Context: an optimization exercise on an open-source flow, tuned for small area. The choices shown serve that exercise and are no tape-out recipe.
RTL that was checked went through simulation tests only; none was proved equivalent to the original.
Power is estimated from default activity; no workload was simulated. No driver is modelled on the clock port, so clocking that relies on it looks cheaper here than on a real chip.

job 101:
## router_top
module router_top(clock,resetn,read_enb_0,read_enb_1,read_enb_2,data_in,pkt_valid,
       data_out_0,data_out_1,data_out_2,valid_out_0,valid_out_1,valid_out_2,err,busy);
input clock,resetn,read_enb_0,read_enb_1,read_enb_2,pkt_valid;
input wire [7:0]data_in;
output valid_out_0,valid_out_1,valid_out_2,err,busy;
output wire [7:0]data_out_0,data_out_1,data_out_2;
localparam DA  = 3'b000,  
           LFD = 3'b001,  
           LD  = 3'b010,  
           FFS = 3'b011,  
           LAF = 3'b100,  
           LP  = 3'b101,  
           CPE = 3'b110,  
           WTE = 3'b111;  
reg [2:0] st, nst;
wire s_da  = st == DA;
wire s_lfd = st == LFD;
wire s_ld  = st == LD;
wire s_laf = st == LAF;
wire [2:0] empty, full;
assign valid_out_0 = ~empty[0];
assign valid_out_1 = ~empty[1];
assign valid_out_2 = ~empty[2];
wire c0 = ~empty[0] & ~read_enb_0;
wire c1 = ~empty[1] & ~read_enb_1;
wire c2 = ~empty[2] & ~read_enb_2;
reg [4:0] t0, t1, t2;
wire sr0 = t0 == 5'd16;
wire sr1 = t1 == 5'd16;
wire sr2 = t2 == 5'd16;
function fb;
  input [4:0] t;
  case (t)
    5'd0, 5'd1, 5'd2, 5'd4, 5'd6, 5'd8, 5'd9, 5'd10, 5'd12, 5'd14, 5'd16, 5'd19, 5'd21, 5'd23, 5'd27, 5'd29, 5'd31: fb = 1'b1;
    default: fb = 1'b0;
  endcase
endfunction
always @(posedge clock) begin
  ...
==> module router_top, before the edit <==
module router_top(clock,resetn,read_enb_0,read_enb_1,read_enb_2,data_in,pkt_valid,
       data_out_0,data_out_1,data_out_2,valid_out_0,valid_out_1,valid_out_2,err,busy);
input clock,resetn,read_enb_0,read_enb_1,read_enb_2,pkt_valid;
input wire [7:0]data_in;
output valid_out_0,valid_out_1,valid_out_2,err,busy;
output wire [7:0]data_out_0,data_out_1,data_out_2;
localparam DA  = 3'b000,  
           LFD = 3'b001,  
           LD  = 3'b010,  
           FFS = 3'b011,  
           LAF = 3'b100,  
           LP  = 3'b101,  
           CPE = 3'b110,  
           WTE = 3'b111;  
reg [2:0] st, nst;
wire s_da  = st == DA;
wire s_lfd = st == LFD;
wire s_ld  = st == LD;
wire s_laf = st == LAF;
wire [2:0] empty, full;
assign valid_out_0 = ~empty[0];
assign valid_out_1 = ~empty[1];
assign valid_out_2 = ~empty[2];
wire c0 = ~empty[0] & ~read_enb_0;
wire c1 = ~empty[1] & ~read_enb_1;
wire c2 = ~empty[2] & ~read_enb_2;
reg [4:0] t0, t1, t2;
wire sr0 = t0 == 5'd16;
wire sr1 = t1 == 5'd16;
wire sr2 = t2 == 5'd16;
function fb;
  input [4:0] t;
  case (t)
    5'd0, 5'd1, 5'd2, 5'd4, 5'd6, 5'd8, 5'd9, 5'd10, 5'd12, 5'd14, 5'd16, 5'd19, 5'd21, 5'd23, 5'd27, 5'd29, 5'd31: fb = 1'b1;
    default: fb = 1'b0;
  endcase
endfunction
always @(posedge clock) begin
  t0 <= (~resetn | ~c0) ? 5'd0 : {t0[3:0], fb(t0)};
  t1 <= (~resetn | ~c1) ? 5'd0 : {t1[3:0], fb(t1)};
  t2 <= (~resetn | ~c2) ? 5'd0 : {t2[3:0], fb(t2)};
end
reg [1:0] dst;       
reg lpv, pd;         
wire ffull = (dst == 2'd0) ? full[0] : (dst == 2'd1) ? full[1] : (dst == 2'd2) ? full[2] : 1'b0;
wire [1:0] a = data_in[1:0];
wire a_empty = (a == 2'd0) ? empty[0] : (a == 2'd1) ? empty[1] : (a == 2'd2) ? empty[2] : 1'b0;
always @(*) begin
  case (st)
    DA:  nst = (pkt_valid && a != 2'd3) ? (a_empty ? LFD : WTE) : DA;
    WTE: nst = a_empty ? LFD : (a == 2'd3) ? DA : WTE;
    LFD: nst = LD;
    LD:  nst = ffull ? FFS : (~pkt_valid ? LP : LD);
    FFS: nst = ffull ? FFS : LAF;
    LAF: nst = pd ? DA : (lpv ? LP : LD);
    LP:  nst = CPE;
    default: nst = ffull ? FFS : DA;  
  endcase
end
always @(posedge clock) begin
  if (~resetn)
    st <= DA;
  else if ((sr0 && a == 2'd0) || (sr1 && a == 2'd1) || (sr2 && a == 2'd2))
    st <= DA;
  else
    st <= nst;
end
assign busy = ~(s_da | s_ld);
wire wr_state = s_ld | s_laf | (st == LP);
reg [7:0] dreg;      
reg [7:0] hold;      
reg [7:0] par;       
reg e;
assign err = e;
always @(posedge clock) begin
  if (~resetn)
    hold <= 0;
  else if (s_ld & ffull)
    hold <= data_in;
end
wire [7:0] dmux = s_laf ? hold : data_in;
always @(posedge clock)
  if ((s_da & pkt_valid) | (s_ld & ~ffull) | s_laf)
    dreg <= dmux;
wire pen = (s_da & pkt_valid) | (s_ld & ~ffull) | (s_laf & (~lpv | ~pd));
always @(posedge clock)
  par <= (par & {8{~s_da}}) ^ (dmux & {8{pen}});
always @(posedge clock) begin
  if (~resetn | s_da)
    pd <= 0;
  else if ((s_ld & ~pkt_valid & ~ffull) | (s_laf & lpv))
    pd <= 1;
end
always @(posedge clock) begin
  if (~resetn | (st == CPE))
    lpv <= 0;
  else if (s_ld & ~pkt_valid)
    lpv <= 1;
end
always @(posedge clock) begin
  if (~resetn)
    e <= 0;
  else if (pd)
    e <= |par;
end
always @(posedge clock)
  if (s_da)
    dst <= a;
reg hf;
wire srd = (dst == 2'd0) ? sr0 : (dst == 2'd1) ? sr1 : (dst == 2'd2) ? sr2 : 1'b0;
always @(posedge clock)
  hf <= s_lfd & ~srd;
wire [2:0] we;
assign we[0] = wr_state & (dst == 2'd0);
assign we[1] = wr_state & (dst == 2'd1);
assign we[2] = wr_state & (dst == 2'd2);
wire [2:0] re = {read_enb_2, read_enb_1, read_enb_0};
wire [2:0] srv = {sr2, sr1, sr0};
wire [7:0] dout [0:2];
assign data_out_0 = dout[0];
assign data_out_1 = dout[1];
assign data_out_2 = dout[2];
genvar n, k;
generate for (n = 0; n < 3; n = n + 1) begin : fifo
  reg [8:0] m [0:15];
  reg [4:0] cnt;       
  reg z;               
  reg [5:0] g;         
  reg [7:0] q_out;
  integer i;
  wire clr = ~resetn | srv[n];
  assign empty[n] = cnt == 5'd0;
  assign full[n] = cnt[4];
  wire w = we[n] & ~full[n];
  wire r = re[n] & ~empty[n];
  wire [15:0] sel;
  for (k = 0; k < 16; k = k + 1) begin : dec
    assign sel[k] = cnt[3:0] == ((k + 1) % 16);
  end
  reg [8:0] q;
  always @(*) begin
    q = 0;
    for (i = 0; i < 16; i = i + 1)
      q = q | (m[i] & {9{sel[i]}});
  end
  always @(posedge clock)
    if (w) begin
      m[0] <= {hf, dreg};
      for (i = 1; i < 16; i = i + 1)
        m[i] <= m[i-1];
    end
  always @(posedge clock) begin
    if (clr)
      cnt <= 0;
    else
      cnt <= cnt + {{4{r & ~w}}, w ^ r};
  end
  always @(posedge clock) begin
    if (clr)
      z <= 1'b1;
    else if (r) begin
      if (q[8])
        z <= 1'b0;
      else if (g == 0)
        z <= 1'b1;
    end
  end
  always @(posedge clock)
    if (r) begin
      if (q[8])
        g <= q[7:2];
      else
        g <= g - 1'b1;
    end
  always @(posedge clock) begin
    if (clr)
      q_out <= 0;
    else if (r)
      q_out <= q[7:0];
    else if (z)
      q_out <= 0;
  end
  assign dout[n] = q_out;
end endgenerate
endmodule
clock: 5.0 ns
lec_check: 0
cap_margin: 20
core_margin: 2
core_utilization: 70
gpl_timing_driven: 0
slew_margin: 20
standard.sh (not shown) runs the stock make flow with config.mk's settings and CLKGATE_MAP_FILE= SYNTH_SCRIPT=/design/flow/synth_recipe.tcl, a recipe that flattens the netlist after the stock synthesis.
==> flow/flow/run.sh <==
#!/bin/bash
# The standard layout (standard.sh) with three changes:
#  - synthesis maps logic with an area-oriented ABC script (flow/synth.tcl);
#  - clock tree synthesis inserts no dummy loads and uses larger sink clusters;
#  - the input and output ports get the smallest buffer.
set -euo pipefail
here=$(pwd)
export AREA_ABC_SCRIPT=$here/flow/area.abc
export CTS_ARGS="-sink_clustering_enable -repair_clock_nets -dont_use_dummy_load -sink_clustering_size 30 -sink_clustering_max_diameter 120 -buf_list sky130_fd_sc_hd__clkbuf_16"
export BUFFER_PORTS_ARGS="-buffer_cell sky130_fd_sc_hd__buf_1"
sed "s|SYNTH_SCRIPT=[^ ]*|SYNTH_SCRIPT=$here/flow/synth.tcl|" standard.sh > layout.sh
grep -q "SYNTH_SCRIPT=$here/flow/synth.tcl" layout.sh
bash layout.sh > layout.log 2>&1
==> flow/flow/area.abc <==
strash
dc2
dch -f
amap
topo
strash
dch -f
amap
topo
==> flow/flow/synth.tcl <==
# The standard synthesis (synth_recipe.tcl), except that ABC maps the logic
# with an area-oriented script (flow/area.abc) instead of ORFS's speed script.
# Registers are mapped before ABC runs, so they are the standard ones.
proc synth {args} { yosys synth -nofsm -noshare {*}$args }
proc abc {args} {
  set i [lsearch -exact $args -script]
  if { $i >= 0 } { set args [lreplace $args $i [expr {$i + 1}] -script $::env(AREA_ABC_SCRIPT)] }
  yosys abc {*}$args
}
source $::env(SCRIPTS_DIR)/synth.tcl
# left out here: clear keep_hierarchy, flatten, clean up, hide names made inside functions, write 1_2_yosys.v
The inputs of job 102 differ from those of job 101 as listed below.
--- a/flow/design.v
+++ b/flow/design.v
@@ -154,5 +154,5 @@
       cnt <= 0;
     else
-      cnt <= cnt + {{4{r & ~w}}, w ^ r};
+      cnt <= cnt + w - r;
   end
   always @(posedge clock) begin
==> comparison <==
Job 102: full flow OK, the timing, design-rule and antenna checks passed. On cell count of the worst hold path, job 101 tracks job 102 almost exactly. NOTE: wire length in job 102 falls short of that of job 101. Changes observed in job 102 relative to job 101: final area has decreased, wire length of the first global-routing pass has decreased, share of cells above drive strength 1 has decreased. Looking only at number of optimization iterations in the first detailed-route pass, and setting everything else aside, the higher value of job 101 and job 102 goes to job 102. Taking job 101 as the reference, in job 102 overall die height now sits at about the same level; final period demand of the worst path now sits higher; total internal power now sits lower. Diff job 102..job 101 | relative area of clock buffers and inverters in the final design | negligible. Between job 101 and job 102, the utilization after layout is higher for job 101. In the tables for job 101 and job 102, setup slack reads higher with job 101.
For job 101, only the layout was checked, not whether the RTL still works.

## separate check: timing with driven ports
How much do the figures lean on ideal ports? The routed layouts below were timed once more, with nothing changed but the port constraints. Step 1 assumes that a clkbuf_16 drives the clock port and a buf_2 every other input. Step 2 moves the port delays by t, midway between the first and last clock arrival at a register: inputs arrive t later, outputs are due t later. That takes back most of the time a late clock gives input paths. Slacks: no drivers / after step 1 / after step 2; pairs: no drivers / after step 1.
run	shift t [ns]	setup slack, ns	hold WS [ns]	worst setup path at the end	slew at the worst register clock pin (ns)
job 101	0.599	1.049 / 1.049 / 1.049	0.411 / 0.411 / 0.411	register to register	0.12 / 0.12
job 102	0.595	0.975 / 0.975 / 0.975	0.428 / 0.428 / 0.428	register to register	0.12 / 0.12
After both steps every run listed still meets setup and hold.
